Source: an optimization exercise on an open RTL-to-GDS flow (aim: small area and a short achievable clock period). Production flows keep margins and buffers that such runs may drop.
The RTL was checked by simulation tests, not by an equivalence proof against the original design.

==> flow/design.v (excerpt) <==
module PPU (
    input clk,
    input rst,
    input i_en,
    input [31:0] data_in,
    input [11:0] scaling_factor,
    output logic [6:0] data_out,
    output logic valid,
    output logic [31:0] data_in_out
);
==> flow/config.mk <==
export PLATFORM = sky130hd
export DESIGN_NAME = PPU
export DESIGN_NICKNAME = PPU
export VERILOG_FILES = /design/flow/design.v
export SDC_FILE = /design/flow/constraint.sdc
export NUM_CORES = 4
export LEC_CHECK = 0
export ABC_AREA = 1
export CAP_MARGIN = 20
export CORE_MARGIN = 2
export CORE_UTILIZATION = 40
export CTS_BUF_LIST = sky130_fd_sc_hd__clkbuf_8
export SLEW_MARGIN = 20
==> flow/constraint.sdc <==
create_clock -name core_clock -period 120.0 [get_ports {clk}]
set_input_delay 24.0000 -clock core_clock [delete_from_list [all_inputs] [get_ports {clk}]]
set_output_delay 24.0000 -clock core_clock [all_outputs]
set_load 0.01 [all_outputs]
standard.sh (not shown) runs the stock make flow with config.mk's settings and CLKGATE_MAP_FILE= SYNTH_SCRIPT=/design/flow/synth_recipe.tcl, a recipe that flattens the netlist after the stock synthesis.
==> flow/flow/run.sh <==
#!/bin/bash
# ORFS layout with two changes: synthesis maps the logic with our own ABC script
# (flow/abc_area.script, no gate sizing or buffering inside ABC), and the port buffers are
# made from the smallest buffer cell. Each step's full output goes to its own log file here.
set -o pipefail
mkdir -p synth_scripts
cp -r "$FLOW_HOME/scripts/." synth_scripts/
cp flow/abc_area.script synth_scripts/abc_area.script
bash standard.sh SCRIPTS_DIR="$PWD/synth_scripts" synth > synth_flow.log 2>&1 || exit 1
bash standard.sh BUFFER_PORTS_ARGS="-buffer_cell sky130_fd_sc_hd__buf_1" finish > layout_flow.log 2>&1
==> flow/flow/abc_area.script <==
strash
dch
map -B 0.3
The baseline finished clean.
Next try:
==> flow/flow/abc_area.script (replaced) <==
strash
dc2
dch
map -B 0.9
topo
buffer -c
What happened: Sequential share of layout area rose by 2.3 points. Setup slack is worse by 4.0 ns.
Next try:
==> flow/flow/abc_area.script (replaced) <==
strash
dc2
dch
map -B 0.9
Non-clock buffer count stays the same.
Design area barely changes.
Setup slack gets worse by 0.19 ns.
Critical path depth went up by 1.
Final cell count falls slightly.
Sequential share of layout area stays flat.
Synthesized cell count came out lower by a few percent.
Next try:
--- a/flow/flow/run.sh
+++ b/flow/flow/run.sh
@@ -10 +10 @@
-bash standard.sh BUFFER_PORTS_ARGS="-buffer_cell sky130_fd_sc_hd__buf_1" finish > layout_flow.log 2>&1
+bash standard.sh BUFFER_PORTS_ARGS="-buffer_cell sky130_fd_sc_hd__buf_1" SETUP_SLACK_MARGIN=79 finish > layout_flow.log 2>&1
Result:
- cell area came out higher by 20%
- routed wire length came out higher by 17%
- critical path depth came out lower by 7
- worst setup slack improved by 3.0 ns
- die area is unchanged
- clock-buffer cell count does not change
- first-iteration DRC count came out lower by 9.6%
- synthesized cell count is unchanged

PPU again, from the RTL that the note above started with.
Settings: LEC_CHECK=0, ABC_AREA=1, CAP_MARGIN=20, CORE_MARGIN=2, CORE_UTILIZATION=40, CTS_BUF_LIST=sky130_fd_sc_hd__clkbuf_8, SLEW_MARGIN=20; clock period 120.0 ns.
==> flow/flow/run.sh <==
#!/bin/bash
# ORFS layout with two changes: synthesis maps the logic with our own ABC script
# (flow/abc_area.script, no gate sizing or buffering inside ABC), and the port buffers are
# made from the smallest buffer cell. Each step's full output goes to its own log file here.
set -o pipefail
mkdir -p synth_scripts
cp -r "$FLOW_HOME/scripts/." synth_scripts/
cp flow/abc_area.script synth_scripts/abc_area.script
bash standard.sh SCRIPTS_DIR="$PWD/synth_scripts" synth > synth_flow.log 2>&1 || exit 1
bash standard.sh BUFFER_PORTS_ARGS="-buffer_cell sky130_fd_sc_hd__buf_1" finish > layout_flow.log 2>&1
==> flow/flow/abc_area.script <==
strash
dc2
dch
map -B 0.9
topo
stime -c
buffer -c
upsize -c
dnsize -c
Edit:
==> flow/flow/abc_area.script (replaced) <==
strash
dc2
dch
map -B 0.3
After rerunning: Worst hold slack degrades by 0.0059 ns. Design area increases by 0.49%. Wire length increases by 6.3%. Global-route usage increases by 2.2 points. Setup slack degrades by 3.3 ns. Final cell count increases by 0.54%. First-iteration DRC count decreases by 31%.
Edit:
==> flow/flow/abc_area.script (replaced) <==
strash
dch
map -B 0.5
topo
stime -c
buffer -c
upsize -c
dnsize -c
Cell area rose by about 20%.
Via count grows by about 3.4%.
Worst setup slack gains 9.4 ns.
Die area is higher by 25%.
Edit:
==> flow/flow/abc_area.script (replaced) <==
strash
dc2
dch
map -B 0.9
topo
upsize -c
dnsize -c
Effect: The changed run produced a clean layout; worst hold slack got worse by 0.0053 ns; wire length fell by 15%; via count fell by about 7%; design area fell by about 14%.

Another version of the RTL of PPU (not shown whole).
Size in the first run: ~580 cells after synthesis, roughly 87 I/O pins, ~0.0042 mm2 of cells after synthesis.
## PPU
module PPU (
    input clk,
    input rst,
    input i_en,
    input [31:0] data_in,
    input [11:0] scaling_factor,
    output logic [6:0] data_out,
    output logic valid,
    output logic [31:0] data_in_out
);
clock: 120.0 ns
lec_check: 0
cap_margin: 20
core_margin: 2
core_utilization: 40
slew_margin: 20
synth_hierarchical: 1
synth_minimum_keep_size: 0
==> flow/flow/run.sh <==
#!/bin/bash
# Standard ORFS layout, with the port buffers made from the smallest buffer cell, and timing
# repair aiming at a setup slack of 85 ns so that it speeds up the critical paths.
set -o pipefail
bash standard.sh BUFFER_PORTS_ARGS="-buffer_cell sky130_fd_sc_hd__buf_1" SETUP_SLACK_MARGIN=85 finish > standard_flow.log 2>&1
Edit:
==> flow/flow/run.sh (replaced) <==
#!/bin/bash
# Standard ORFS layout, with the port buffers made from the smallest buffer cell.
set -o pipefail
bash standard.sh BUFFER_PORTS_ARGS="-buffer_cell sky130_fd_sc_hd__buf_1" finish > standard_flow.log 2>&1
Settings changed: CORE_UTILIZATION 40 to 70.
After rerunning: The new run passed the timing, design-rule and antenna checks; die area fell by 41%; clock-buffer cell count does not change; final cell count fell by 19%; maximum frequency fell by 11%; setup slack degrades by 4.6 ns; first-iteration DRC count came out higher by 13%; wire length fell by 26%; synthesized area stays the same; sequential share of layout area went up by 3.9 points; hold slack gets better by 0.017 ns.

== P ==
PPU, a different RTL version from the one above (not shown whole).
Size: ~860 cells after synthesis, ~40 flip-flops, ~87 I/O pins, ~5100 µm² of cells after synthesis.
clock: 120.0 ns
lec_check: 0
abc_area: 1
cap_margin: 20
core_margin: 2
core_utilization: 40
slew_margin: 20
==> flow/flow/run.sh <==
#!/bin/bash
# Standard ORFS layout, with the port buffers made from the smallest buffer cell.
set -o pipefail
bash standard.sh BUFFER_PORTS_ARGS="-buffer_cell sky130_fd_sc_hd__buf_1" finish > standard_flow.log 2>&1
P completed end to end with timing, DRC and antenna clean.
Edits applied to the flow inputs when going from P to Q:
# P
export LEC_CHECK = 0
export ABC_AREA = 1
export CAP_MARGIN = 20
export CORE_MARGIN = 2
export CORE_UTILIZATION = 40
export SLEW_MARGIN = 20
create_clock -name core_clock -period 120.0 [get_ports {clk}]
# Q
export LEC_CHECK = 0
export ABC_AREA = 1
export CAP_MARGIN = 20
export CORE_MARGIN = 2
export CORE_UTILIZATION = 70
export SLEW_MARGIN = 20
create_clock -name core_clock -period 120.0 [get_ports {clk}]
Count of clock buffers in the final design: higher on Q
| synthesized area | Q vs P | ≈ equal |
[Q] synthesis-to-layout area growth fell 2.6 points relative to P
Q reports a higher share of the final layout cell area in sequential cells than P does.
#### Input delta (R over Q)
# Q
export LEC_CHECK = 0
export ABC_AREA = 1
export CAP_MARGIN = 20
export CORE_MARGIN = 2
export CORE_UTILIZATION = 70
export SLEW_MARGIN = 20
create_clock -name core_clock -period 120.0 [get_ports {clk}]
# R
export LEC_CHECK = 0
export ABC_AREA = 1
export CAP_MARGIN = 20
export CORE_MARGIN = 2
export CORE_UTILIZATION = 40
export SLEW_MARGIN = 20
create_clock -name core_clock -period 120.0 [get_ports {clk}]
==> flow/flow/run.sh <==
#!/bin/bash
# Standard ORFS layout, with the port buffers made from the smallest buffer cell, and timing
# repair aiming at a setup slack of 90 ns so that it speeds up the critical paths.
set -o pipefail
bash standard.sh BUFFER_PORTS_ARGS="-buffer_cell sky130_fd_sc_hd__buf_1" SETUP_SLACK_MARGIN=90 finish > standard_flow.log 2>&1
==> comparison <==
NOTE critical path depth Q->R decreased by a few percent
When R is measured against Q, its fmax turns out about 6.5% higher.
Comparing Q and R, the lower post-detailed-placement half-perimeter wirelength is on R.
Looking at initial core utilization across Q and R, the one that comes out lower is R.
> inputs changed (R -> S)
# R
export LEC_CHECK = 0
export ABC_AREA = 1
export CAP_MARGIN = 20
export CORE_MARGIN = 2
export CORE_UTILIZATION = 40
export SLEW_MARGIN = 20
create_clock -name core_clock -period 120.0 [get_ports {clk}]
# S
export LEC_CHECK = 0
export ABC_AREA = 1
export CAP_MARGIN = 20
export CORE_MARGIN = 2
export CORE_UTILIZATION = 40
export CTS_BUF_LIST = sky130_fd_sc_hd__clkbuf_8
export SLEW_MARGIN = 20
create_clock -name core_clock -period 120.0 [get_ports {clk}]
==> flow/flow/run.sh <==
#!/bin/bash
# Standard ORFS layout, with the port buffers made from the smallest buffer cell.
set -o pipefail
bash standard.sh BUFFER_PORTS_ARGS="-buffer_cell sky130_fd_sc_hd__buf_1" finish > standard_flow.log 2>&1
--- outcome ---
Comparing final routed wirelength across all metal layers for S and R, the bigger number came from R. R -> S: fraction of the mapped netlist area in adder cells delta 0, exact match. Relative to R, routing usage on met3 increased by 0.21 points in S. Looking at relative max-transition margin, S sits 27 points below R. R has a higher clock network area share than S. Reported for S and R, flip-flop and latch count turned out identical to the last digit.
Modified inputs, T compared to S
# S
export LEC_CHECK = 0
export ABC_AREA = 1
export CAP_MARGIN = 20
export CORE_MARGIN = 2
export CORE_UTILIZATION = 40
export CTS_BUF_LIST = sky130_fd_sc_hd__clkbuf_8
export SLEW_MARGIN = 20
create_clock -name core_clock -period 120.0 [get_ports {clk}]
# T
export LEC_CHECK = 0
export ABC_AREA = 1
export CAP_MARGIN = 20
export CORE_MARGIN = 2
export CORE_UTILIZATION = 40
export CTS_BUF_LIST = sky130_fd_sc_hd__clkbuf_16
export CTS_CLUSTER_DIAMETER = 500
export CTS_CLUSTER_SIZE = 40
export SLEW_MARGIN = 20
create_clock -name core_clock -period 120.0 [get_ports {clk}]
==> comparison <==
- T vs. S: post-route cell area went up by 56 µm².
- Diff S -> T: worst slew slack as a fraction of its limit stayed essentially flat, routed length on met3 shrank by about 11%.

what the ideal ports hide:
The results above use ideal ports. As a check the final layouts listed here were re-extracted and re-timed, cells and wires unchanged. Step 1, drivers: a clkbuf_16 drives clk and a buf_2 each remaining input, both assumed. Step 2, shift: input delay + t, output delay - t, t = (earliest + latest rising clock arrival at the registers) / 2. This alone moves slack from input paths to output paths. a / b / c = ideal / step 1 / step 2; a / b = the first two.
run	t (ns)	slack for setup (ns)	worst hold slack (ns)	worst setup path at the end	slew at the worst register clock pin (ns)
the first run of note 1	0.331	81.817 / 81.824 / 81.493	23.886 / 23.875 / 24.205	input to register	0.09 / 0.09
the second run of note 1	0.318	77.776 / 77.776 / 77.458	23.897 / 23.890 / 24.208	input to register	0.09 / 0.09
the third run of note 1	0.312	77.581 / 77.580 / 77.268	23.894 / 23.886 / 24.198	input to register	0.08 / 0.08
the fourth run of note 1	0.312	80.554 / 80.558 / 80.246	23.894 / 23.885 / 24.197	input to register	0.08 / 0.08
the first run of note 2	0.324	79.477 / 79.478 / 79.154	23.908 / 23.898 / 24.222	input to register	0.09 / 0.09
the second run of note 2	0.311	76.163 / 76.162 / 75.851	23.902 / 23.895 / 24.206	input to register	0.08 / 0.08
the third run of note 2	0.319	85.563 / 85.562 / 85.243	23.902 / 23.895 / 24.214	input to register	0.09 / 0.09
the fourth run of note 2	0.312	79.679 / 79.681 / 79.369	23.897 / 23.886 / 24.198	input to register	0.07 / 0.07
the first run of note 3	0.316	82.162 / 82.120 / 81.804	23.929 / 23.932 / 24.248	input to register	0.08 / 0.08
the second run of note 3	0.308	77.552 / 77.551 / 77.243	23.945 / 23.947 / 24.255	input to register	0.08 / 0.08
P	0.322	85.115 / 85.091 / 84.769	23.905 / 23.893 / 24.215	input to register	0.06 / 0.06
Q	0.312	84.454 / 84.455 / 84.142	23.915 / 23.910 / 24.222	input to register	0.08 / 0.08
R	0.325	86.628 / 86.595 / 86.271	23.906 / 23.889 / 24.214	input to register	0.07 / 0.07
S	0.334	85.137 / 85.126 / 84.792	23.885 / 23.878 / 24.212	input to register	0.08 / 0.08
T	0.322	85.115 / 85.091 / 84.769	23.905 / 23.893 / 24.215	input to register	0.06 / 0.06
After both steps setup and hold are still met in every run listed. The setup slack of the first run of note 3, which loses most, moves by -0.042 ns with the drivers and by -0.358 ns with both steps.
